This design comes from an exercise in tuning for small area, a short achievable clock period and few clock cycles on the open sky130 flow, not from production work.
In this exercise RTL edits were held to simulation tests only and were not proved equivalent to the original.
Power and IR drop assume default switching activity.

run 1:
Design Proccessor, start of the top module:
module Proccessor(
    input         clk,
    input         reset,
    output [31:0] imem_addr,
    input  [31:0] imem_rdata,
    output [31:0] dmem_addr,
    output [31:0] dmem_wdata,
    output [3:0]  dmem_wstrb,
    input  [31:0] dmem_rdata
);
    reg  [4:0]  rd;                  
    reg  [2:0]  f3;                  
    reg         c_sra;               
    reg  [31:0] a;                   
    reg  [31:0] b;                   
    reg  [4:0]  sa;                  
    reg  [11:0] addr_lo;
    reg         addr_inc, addr_dec;
    reg  [15:1] bt_lo;
    reg  [31:16] bt_hi0, bt_hi1;
    reg         bt_c;
    reg  [31:2] pc4;                 
    reg  [3:0]  cmp_g, cmp_l;
    reg         s1_neg, s_diff;
    reg         c_sub, c_alu, c_lui, c_load, c_auipc;
    reg         c_wr, c_jal, c_br, c_jalr;    
    reg  [3:0]  wstrb;                   
    reg         started;             
    wire [31:12] a_inc = a[31:12] + 20'd1;
    wire [31:12] a_dec = a[31:12] - 20'd1;
    wire [31:12] addr_hi = addr_inc ? a_inc : addr_dec ? a_dec : a[31:12];
    wire [31:0]  addr = {addr_hi, addr_lo};
    wire [31:1]  bt = {bt_c ? bt_hi1 : bt_hi0, bt_lo};
    wire cg_hi = cmp_g[3] | ~cmp_l[3] & cmp_g[2];
    wire cl_hi = cmp_l[3] | ~cmp_g[3] & cmp_l[2];
    wire cg_lo = cmp_g[1] | ~cmp_l[1] & cmp_g[0];
    wire cl_lo = cmp_l[1] | ~cmp_g[1] & cmp_l[0];
    wire e_gt_u = cg_hi | ~cl_hi & cg_lo;
    wire e_lt_u = cl_hi | ~cg_hi & cl_lo;
    wire e_eq   = ~(e_gt_u | e_lt_u);
    wire e_lt_s = s_diff ? s1_neg : e_lt_u;
    wire cond = f3[2] ? ((f3[1] ? e_lt_u : e_lt_s) ^ f3[0]) : (e_eq ^ f3[0]);
  ...
Size: ~6800 cells after synthesis, ~1200 flip-flops, roughly 170 I/O pins, roughly 63000 um^2 of cells after synthesis.
==> flow/config.mk <==
export PLATFORM = sky130hd
export DESIGN_NAME = Proccessor
export DESIGN_NICKNAME = Proccessor
export VERILOG_FILES = /design/flow/design.v
export SDC_FILE = /design/flow/constraint.sdc
export NUM_CORES = 4
export LEC_CHECK = 0
export ABC_AREA = 1
export CAP_MARGIN = 20
export CORE_MARGIN = 2
export CORE_UTILIZATION = 48
export CTS_BUF_LIST = sky130_fd_sc_hd__clkbuf_8
export CTS_CLUSTER_SIZE = 30
export PLACE_DENSITY = 0.58
export SLEW_MARGIN = 20
==> flow/constraint.sdc <==
create_clock -name core_clock -period 18.0 [get_ports {clk}]
set_input_delay 3.6000 -clock core_clock [delete_from_list [all_inputs] [get_ports {clk}]]
set_output_delay 3.6000 -clock core_clock [all_outputs]
set_load 0.01 [all_outputs]
standard.sh (not shown) runs the stock make flow with config.mk's settings and CLKGATE_MAP_FILE= SYNTH_SCRIPT=/design/flow/synth_recipe.tcl, a recipe that flattens the netlist after the stock synthesis.
==> flow/flow/run.sh <==
#!/bin/bash
# Own layout flow: the standard synthesis and layout (standard.sh), with
# the timing repair steps asked to leave extra setup slack, and the port
# buffers made with buf_4 cells rather than the default choice. The SDC,
# clock period and every other step are unchanged.
set -euo pipefail
bash standard.sh synth > run_synth.log 2>&1
bash standard.sh SETUP_SLACK_MARGIN=11 "BUFFER_PORTS_ARGS=-buffer_cell sky130_fd_sc_hd__buf_4" finish > run_layout.log 2>&1
Testbench counts of run 1, summed over its fixed seeds: cycles 50,846.
Inputs modified between run 1 and run 2:
--- a/flow/config.mk
+++ b/flow/config.mk
@@ -9,7 +9,7 @@
 export CAP_MARGIN = 20
 export CORE_MARGIN = 2
-export CORE_UTILIZATION = 48
+export CORE_UTILIZATION = 40
 export CTS_BUF_LIST = sky130_fd_sc_hd__clkbuf_8
 export CTS_CLUSTER_SIZE = 30
-export PLACE_DENSITY = 0.58
+export PLACE_DENSITY = 0.5
 export SLEW_MARGIN = 20
Notes after the runs:
Total of fill cells in the finished design in run 2 vs run 1: up 27%. On overall global routing resource usage: between run 1 and run 2, it ends up higher for run 1. Compare run 1 and run 2 | clock skew lower: run 1. Run 2 ends up with a cell count that is about 3.4% higher than in run 1. Minimum clock period ends up lower on run 1. Run 2 vs. run 1: area added between synthesis and finish shows an increase of 0.80 points; number of distinct standard cells referenced by the synthesized netlist closely matched the old numbers; number of failing setup endpoints in the final timing report did not really move; width of the die rose 34 um.
The inputs of run 3 differ from those of run 2 as listed below.
==> flow/run.sh (new file) <==
#!/bin/bash
# synth_recipe.tcl (not shown) runs the flow's synth.tcl, then flattens the netlist and writes it again
# the make line also repeats each setting of config.mk as NAME=value (left out here)
make -C /OpenROAD-flow-scripts/flow DESIGN_CONFIG=/design/flow/config.mk WORK_HOME=/design/flow/orfs CLKGATE_MAP_FILE= SYNTH_SCRIPT=/design/flow/synth_recipe.tcl finish
--- a/flow/config.mk
+++ b/flow/config.mk
@@ -9,7 +9,8 @@
 export CAP_MARGIN = 20
 export CORE_MARGIN = 2
-export CORE_UTILIZATION = 40
+export CORE_UTILIZATION = 45
 export CTS_BUF_LIST = sky130_fd_sc_hd__clkbuf_8
 export CTS_CLUSTER_SIZE = 30
-export PLACE_DENSITY = 0.5
+export PLACE_DENSITY = 0.55
+export SETUP_SLACK_MARGIN = 5
 export SLEW_MARGIN = 20
removed: flow/flow/run.sh
removed: flow/standard.sh
- Run 3 has less setup slack than run 2.
- The quantity of gates resized following cts of run 3 is lower than that of run 2.
- Diff run 2 -> run 3 | sequential share of layout area | increase of 1.0 points
- Of the two values seen for origin of the worst setup path, imem_rdata[16] was produced by run 2 and imem_rdata[18] by run 3.
- Comparing run 3 and run 2, the higher reported clock group power was measured on run 2.

-- static timing again, ports no longer ideal --
The flow's constraints put no driver on any port. The routed layouts listed below were extracted and timed again, unchanged, in two steps.
Step 1 (the two cells are an assumption about what drives the block):
set clk [get_ports {clk}]
set_driving_cell -lib_cell sky130_fd_sc_hd__clkbuf_16 $clk
set_driving_cell -lib_cell sky130_fd_sc_hd__buf_2 [delete_from_list [all_inputs] $clk]
Step 2 moves the port delays by t, midway between the first and last clock arrival at a register: inputs arrive t later, outputs are due t later. That takes back most of the time a late clock gives input paths.
Three values: ideal, step 1, step 2; two values: the first two.
| run | t, ns | setup WS [ns] | worst setup path at the end | latest minus earliest clock arrival (ns) |
|---|---|---|---|---|
| run 1 | 1.020 | 10.767 / 10.830 / 9.809 | input to register | 0.066 / 0.067 |
| run 2 | 1.020 | 10.747 / 10.759 / 9.739 | input to register | 0.072 / 0.072 |
| run 3 | 1.042 | 8.810 / 8.865 / 7.823 | input to register | 0.070 / 0.070 |
After both steps setup and hold are still met in every run listed. The setup slack of run 2, which loses most, moves by +0.012 ns with the drivers and by -1.008 ns with both steps.
